Context: an optimization exercise on an open-source flow, tuned for small area. The choices shown serve that exercise and are no tape-out recipe.
Only simulation tests tie the RTL to the original design; equivalence was not proved.

==> flow/design.v, too long to show whole: its modules and the start of the top module <==
// module FullyConnectedLayer: 8814 lines
// module FA: 4 lines
// module PPSEL: 3 lines
// module AOI22: 3 lines
// module AO22: 3 lines
// module AOI21: 3 lines
// module AOI21B: 3 lines
// module PPSEL2: 3 lines
// module ADD8: 5 lines
// module TRIPLE: 7 lines
module FullyConnectedLayer #(
    parameter N = 8,              
    parameter M = 4               
) (
    input clk,                    
    input rst_n,                  
    input [N*8-1:0] input_data,      
    input [M*N*8-1:0] weights,       
    input [M*8-1:0] biases,          
    output reg [M*8-1:0] output_data   
);
  // ...
==> flow/flow/run.sh <==
#!/bin/bash
# Own layout flow: the standard flow (standard.sh), with two changes:
#  1. after the standard synthesis, combinational cells that synthesis mapped at a
#     higher drive strength are put back to the smallest drive strength of the
#     same function (the later timing repair sizes up whatever needs it);
#  2. the port buffers that placement adds use the smallest buffer cell.
set -euo pipefail
R=orfs/results/sky130hd/FullyConnectedLayer/base
PORTBUF="BUFFER_PORTS_ARGS=-buffer_cell sky130_fd_sc_hd__buf_1"
bash standard.sh "$PORTBUF" synth > flow_synth.log 2>&1
python3 flow/downsize.py $R/1_2_yosys.v > flow_downsize.log 2>&1
rm -f $R/1_synth.odb $R/1_synth.sdc
bash standard.sh "$PORTBUF" finish > flow_finish.log 2>&1
==> flow/flow/downsize.py <==
"""Rewrite a mapped sky130hd netlist in place: each combinational cell whose type has a
smaller drive strength of the same function (same pins) is changed to the smallest one.
Flip-flops, buffers, inverters, clock cells and tie cells are left alone."""
import re
import sys

path = sys.argv[1]
src = open(path).read()
SMALLEST = {
    'a21boi': '0', 'a21oi': '1', 'a21o': '1', 'a22oi': '1', 'a22o': '1', 'a211oi': '1',
    'a211o': '1', 'a31oi': '1', 'a31o': '1', 'a311oi': '1', 'a311o': '1', 'a41oi': '1',
    'and2': '0', 'and3': '1', 'and4': '1', 'nand2': '1', 'nand3': '1', 'nand4': '1',
    'nand2b': '1', 'nand3b': '1', 'nor2': '1', 'nor3': '1', 'nor4': '1', 'nor2b': '1',
    'nor3b': '1', 'nor4b': '1', 'o21ai': '0', 'o21a': '1', 'o21bai': '1', 'o211ai': '1',
    'o211a': '1', 'o22ai': '1', 'o22a': '1', 'o31ai': '1', 'o31a': '1', 'o311a': '1',
    'o311ai': '0', 'or2': '0', 'or3': '1', 'or4': '1', 'xor2': '1', 'xnor2': '1',
    'xnor3': '1', 'xor3': '1', 'mux2i': '1', 'mux2': '1', 'maj3': '1', 'fa': '1', 'ha': '1',
    'a2111oi': '0', 'a221oi': '1', 'a222oi': '1',
}
count = {}


def repl(m):
    base, size = m.group(1), m.group(2)
    if base in SMALLEST and size != SMALLEST[base]:
        count[m.group(0)] = count.get(m.group(0), 0) + 1
        return 'sky130_fd_sc_hd__%s_%s ' % (base, SMALLEST[base])
    return m.group(0)


out = re.sub(r'\bsky130_fd_sc_hd__([a-z0-9]+)_(\d+) ', repl, src)
open(path, 'w').write(out)
for k, v in sorted(count.items()):
    print(v, k)
==> flow/standard.sh <==
#!/bin/bash
# synth_recipe.tcl (not shown) runs the flow's synth.tcl, then flattens the netlist and writes it again
# the make line also repeats each setting of config.mk as NAME=value (left out here)
make -C /OpenROAD-flow-scripts/flow DESIGN_CONFIG=/design/flow/config.mk WORK_HOME=/design/flow/orfs CLKGATE_MAP_FILE= SYNTH_SCRIPT=/design/flow/synth_recipe.tcl "${@:-finish}"
==> flow/config.mk <==
export PLATFORM = sky130hd
export DESIGN_NAME = FullyConnectedLayer
export DESIGN_NICKNAME = FullyConnectedLayer
export VERILOG_FILES = /design/flow/design.v
export SDC_FILE = /design/flow/constraint.sdc
export NUM_CORES = 4
export LEC_CHECK = 0
export CAP_MARGIN = 20
export CORE_MARGIN = 2
export CORE_UTILIZATION = 50
export SLEW_MARGIN = 20
export SYNTH_HIERARCHICAL = 1
==> flow/constraint.sdc <==
create_clock -name core_clock -period 12.0 [get_ports {clk}]
set_input_delay 2.4000 -clock core_clock [delete_from_list [all_inputs] [get_ports {clk}]]
set_output_delay 2.4000 -clock core_clock [all_outputs]
set_load 0.01 [all_outputs]
==> impl_metrics.csv, run 1 <==
group,metric,value,unit
status,status,"complete, no violations",
clock_tree,root_buffer,"clkbuf_16",
cells_and_area,largest_register,"output_data",
cells_and_area,layout.area.seq,800.8,µm²
floorplan,die-area,90760,µm²
cells_and_area,top_regs,"output_data: 32 flops",
grt,grtUsageMet2,67.72,%
cells_and_area,dominant_cells,"multi-input gates",
sta,drv_slew,0,
sta,setup_tns,0,ns
cells_and_area,fin_area,48660,µm²
critical_path,cp_num_cells,28,
floorplan,die_w,301.3,µm
clock_tree,cts_buffers,5,
grt,grt_max_degree,36,
cells_and_area,insertedDiodeCount,2,
sta,maxSlewHeadroom,13.18,%
critical_path,critPathMaxFanout,7,
grt,grt_pass1_vias,43290,
clock_tree,post-cts-setup-buffers,0,
place,dp_hpwl,186100,µm
cells_and_area,fill_cells,7962,
run,drv_cap,0,
cells_and_area,area_growth,10.13,%
sta,finalHoldViolations,0,
==> run 2: changes to the inputs <==
--- a/flow/config.mk
+++ b/flow/config.mk
@@ -9,4 +9,5 @@
 export CORE_MARGIN = 2
 export CORE_UTILIZATION = 50
+export PLACE_DENSITY = 0.7
 export SLEW_MARGIN = 20
 export SYNTH_HIERARCHICAL = 1
==> run 2 against run 1 <==
  * Final cell count rose by 0.34%
  * Highest routed layer unchanged
  * Synthesized area unchanged
  * Still clean
  * Die area unchanged
  * Synthesized cell count unchanged
  * Hold slack improved by 0.028 ns
  * Setup slack got worse by 0.069 ns
==> impl_metrics.csv, run 2 <==
group,metric,value,unit
cells_and_area,nets,6308,
clock_tree,cts_buffers,5,
place,place_congestion,1.103,
place,dp_hpwl,186200,µm
clock_tree,clockBufferDepth,2,
cells_and_area,largest_reg_flops,32,
grt,grt_util_all_layers,51.34,%
sta,rsz0062_at_grt,"no",
sta,setup_tns,0,ns
clock_tree,cts_sinks,32,
critical_path,cp.arrival,11.82,ns
grt,antenna_found_initial,7,
critical_path,critPathKind,"in2reg",
cells_and_area,largest_register,"output_data",
cells_and_area,drive_above_1_share,5.750,%
clock_tree,cts_tree,"built",
min_path,hold_path_class,"in2async",
detailed_routing,vias,44150,
detailed_routing,routed_wl,234000,µm
floorplan,fp-row-count,109,
clock_tree,post_cts_resized,0,
sta,fin_crit_sh,96.13,%
sta,setup_viol,0,
detailed_routing,drc,0,
critical_path,critPathMaxFanout,7,
clock_tree,htreeDepth,2,
clock_tree,hold_buffers,0,
floorplan,die_w,301.3,µm
place,port_buffers,385,
clock_tree,post-cts-setup-buffers,0,
detailed_routing,first_pass_iters,10,
sta,finalHoldViolations,0,
floorplan,ios,386,
grt,grt_pass1_vias,43320,
clock_tree,root_buffer,"clkbuf_16",
synthesis,syn_inst,4133,
synthesis,syn_area,44180,µm²
status,status,"complete, no violations",
detailed_routing,wl_per_cell,39.87,µm
sta,tightest_slew,1.273,ns
sta,drv_slew,0,
run,drv_cap,0,
sta,fin_hold_ws,2.189,ns
clock_tree,path_clk_slew,0.06,ns
detailed_routing,viasPerCell,7.521,
critical_path,startpoint,"input_data[17]",
cells_and_area,area_growth,10.33,%
floorplan,initial_utilization,50.23,%
synthesis,ys_warn_count,7,
synthesis,avgSynthCellArea,10.69,µm²
sta,max_freq,0.08669,GHz
grt,grt-ovfl-total,0,
sta,maxSlewHeadroom,14.70,%
detailed_routing,ant_nets,0,
critical_path,required,12.29,ns
floorplan,core-area,87970,µm²
grt,grt_pass1_wl,320700,µm
critical_path,end_kind,"flip-flop",
floorplan,die-area,90760,µm²
cells_and_area,final_common_cell,"fa_1",
cells_and_area,top_regs,"output_data: 32 flops",
cells_and_area,most-common-layout-cells,"1200 x fa_1, 904 x a21oi_1, 896 x a22o_1",
grt,grt_max_degree,36,
critical_path,worst_setup_path_start_kind,"input pin",
floorplan,die_y,301.3,µm
sta,finalCriticalPeriod,11.54,ns
detailed_routing,drt_iter0_drc,7699,
[run 2: routing by layer]
layer | track usage, % | wire length [µm]
met2 | 67.92 | 91050
met3 | 26.83 | 42280
met4 | 34.70 | 21170
met5 | 1.217 | 175
met1 | 64.45 | 79360
[run 2: through the flow]
step	std cells	setup slack, ns	cell area [µm²]	utilization, %
floorplan	4156	1.123	44270	-
global placement	5856	0.3378	48570	55.22
detailed placement	5856	0.2234	48600	55.25
CTS	5861	0.5741	48720	55.39
global route	5863	0.1991	48730	55.40
finish	5870	0.4649	48750	55.42
[run 2: area by class of cell]
type	count	area (µm²)
multi-input cells	3996	43060
fillers	8001	39220
repair buffers	567	2918
well taps	1165	1458
flip-flops and latches	32	800.8
inverters	96	360.3
clock buffers	5	125.1
diodes	9	22.52
[run 2: worst max path at each step]
| stage | end | slack (ns) | cells past startpoint |
|---|---|---|---|
| 5_1_grt | output_data[15] | 0.20 | 27 |
| 6_report | output_data[29] | 0.46 | 28 |
| 4_1_cts | output_data[15] | 0.57 | 27 |
| 2_1_floorplan | output_data[15] | 1.12 | 26 |
| 3_5_place_dp | output_data[15] | 0.22 | 27 |
| 3_3_place_gp | output_data[7] | 0.34 | 27 |
[run 2: worst max-delay path: stages]
cell      delay [ns]
clkbuf_2        0.12
ha_1            0.20
fa_2            0.34
fa_2            0.36
fa_1            0.38
fa_1            0.38
fa_1            0.39
inv_1           0.08
fa_1            0.41
inv_1           0.67
a21oi_1         0.20
fa_1            0.55
fa_1            0.58
fa_1            0.44
fa_1            0.57
fa_1            0.43
fa_1            0.47
fa_1            0.47
fa_1            0.61
inv_1           0.09
fa_1            0.45
inv_1           0.07
a21o_1          0.11
a21oi_1         0.07
fa_1            0.35
inv_1           0.10
fa_1            0.42
inv_1           0.08
==> run 3: changes to the inputs <==
--- a/flow/config.mk
+++ b/flow/config.mk
@@ -8,6 +8,5 @@
 export CAP_MARGIN = 20
 export CORE_MARGIN = 2
-export CORE_UTILIZATION = 50
-export PLACE_DENSITY = 0.7
+export CORE_UTILIZATION = 55
 export SLEW_MARGIN = 20
 export SYNTH_HIERARCHICAL = 1
==> run 3 against run 2 <==
  * Still clean
  * Setup slack worse by 0.17 ns
  * Via count grew 0.14%
  * Wire length is 3.6% lower
  * First-iteration DRC count increased by 2.5%
  * Hold slack better by 0.0064 ns
  * Global-route usage is 3.4 points higher
  * Non-clock buffer count decreased by 20
  * Sequential share of layout area about the same
  * Critical path depth unchanged
  * Critical path type unchanged
  * Critical endpoint is now output_data[5]
==> impl_metrics.csv, run 3 <==
group,metric,value,unit
status,status,"complete, no violations",
critical_path,cp_slowest_cell,"inv_1",
synthesis,syn_inst,4133,
floorplan,die-area,82620,µm²
clock_tree,htreeDepth,2,
clock_tree,cts_tree,"built",
floorplan,ios,386,
run,drv_cap,0,
clock_tree,cts_buffers,5,
critical_path,slowest_delay,0.63,ns
clock_tree,cts_sinks,32,
floorplan,fp-row-count,103,
detailed_routing,first_pass_iters,12,
grt,grt_pass1_vias,43520,
detailed_routing,vias,44210,
critical_path,critPathKind,"in2reg",
detailed_routing,ant_nets,0,
clock_tree,path_clk_slew,0.07,ns
clock_tree,post_cts_resized,0,
critical_path,cp.arrival,12.00,ns
sta,tightest_slew,1.334,ns
cells_and_area,drive_above_1_share,5.261,%
detailed_routing,drc,0,
sta,maxSlewHeadroom,10.95,%
sta,finalHoldViolations,0,
detailed_routing,drt_iter0_drc,7888,
floorplan,core-area,79260,µm²
sta,max_freq,0.08541,GHz
sta,setup_slack,0.2911,ns
grt,grt_max_degree,36,
floorplan,die_y,287.4,µm
critical_path,required,12.29,ns
grt,grt_util_all_layers,54.78,%
cells_and_area,fill_cells,6866,
sta,fin_hold_ws,2.195,ns
critical_path,worst_setup_path_start_kind,"input pin",
grt,antenna_found_initial,4,
place,port_buffers,385,
min_path,hold_path_class,"in2async",
sta,finalCriticalPeriod,11.71,ns
floorplan,initial_utilization,55.75,%
sta,fin_crit_sh,97.57,%
cells_and_area,final_util,61.14,%
place,place_congestion,1.077,
grt,grt_pass1_wl,314300,µm
place,dp_hpwl,178700,µm
detailed_routing,viasPerCell,7.714,
sta,setup_tns,0,ns
sta,setup_viol,0,
clock_tree,clockBufferDepth,2,
critical_path,end_kind,"flip-flop",
sta,rsz0062_at_grt,"no",
grt,grt-ovfl-total,0,
clock_tree,post-cts-setup-buffers,0,
cells_and_area,top_regs,"output_data: 32 flops",
clock_tree,root_buffer,"clkbuf_16",
critical_path,critPathMaxFanout,11,
synthesis,syn_area,44180,µm²
cells_and_area,nets,6288,
cells_and_area,largest_register,"output_data",
synthesis,ys_warn_count,7,
cells_and_area,final_common_cell,"fa_1",
clock_tree,hold_buffers,0,
detailed_routing,wl_per_cell,39.39,µm
cells_and_area,area_growth,9.673,%
cells_and_area,most-common-layout-cells,"1204 x fa_1, 904 x a21oi_1, 896 x a22o_1",
detailed_routing,routed_wl,225700,µm
cells_and_area,largest_reg_flops,32,
synthesis,avgSynthCellArea,10.69,µm²
sta,drv_slew,0,
floorplan,die_w,287.4,µm
place,dp_slack,0.1416,ns
critical_path,crit_path_frequent_cell,"fa_1",
-- run 3: cell count changes in the layout (fill, tap and decap cells not counted), sizes merged --
cell and delta:
diode -4, buf -20
-- run 3: worst max-delay path: cells and delay by family --
kind | cells | cell delay (ns)
fa+ha+maj | 18 | 7.95
buf+inv | 7 | 1.12
compound gates | 3 | 0.53
-- run 3: layout make-up --
| cell class | count | area [µm²] | area share, % |
|---|---|---|---|
| well taps | 1050 | 1314 | 2.711 |
| multi-input cells | 3996 | 43050 | 88.85 |
| clock buffers | 5 | 125.1 | 0.2582 |
| flip-flops and latches | 32 | 800.8 | 1.652 |
| inverters | 96 | 360.3 | 0.7436 |
| diodes | 5 | 12.51 | 0.02582 |
| repair buffers | 547 | 2793 | 5.763 |
-- run 3: routing by layer --
layer | vias up | part of all wire, % | GRT usage [%]
li1 | 16440 | - | -
met1 | 21820 | 33 | 69.58
met2 | 4952 | 38 | 70.73
met3 | 999 | 18 | 27.56
met4 | 4 | 10 | 41.03
met5 | - | 0.024 | 0.9302
-- run 3: worst paths after layout --
kind	slack, ns	to	depth (start not counted)	from
setup / recovery	0.29	output_data[5]	28	input_data[9]
max in group asynchronous	9.27	output_data[7]	2	rst_n
min in group core_clock	3.00	output_data[31]	7	biases[31]
hold / removal	2.19	output_data[18]	2	rst_n
-- run 3: stage by stage --
stage / std cells / cell area [µm²]
2_1_floorplan: 4156 / 44270
3_3_place_gp: 5721 / 48280
3_5_place_dp: 5721 / 48300
4_1_cts: 5726 / 48430
5_1_grt: 5729 / 48450
6_report: 5731 / 48460

==> what the ideal ports hide <==
The flow's constraints put no driver on any port. The routed layouts listed below were extracted and timed again, unchanged, in two steps. Step 1 assumes that a clkbuf_16 drives the clock port and a buf_2 every other input. Step 2 times the ports against the registers' clock, not the clock port: input delays grow and output delays shrink by t, the midpoint of the rising clock arrivals with the driver on. Slacks: ideal ports / drivers / drivers and shift; pairs: ideal ports / drivers.
run | t (ns) | slack for setup (ns) | pins driven straight from the clock port
run 1 | 0.436 | 0.533 / 0.586 / 0.150 | 1
run 2 | 0.412 | 0.465 / 0.501 / 0.089 | 1
run 3 | 0.422 | 0.291 / 0.321 / -0.101 | 1
Met with ideal ports but missed after step 2: setup timing in run 3. The setup slack of run 3, which loses most, moves by +0.030 ns with the drivers and by -0.392 ns with both steps.
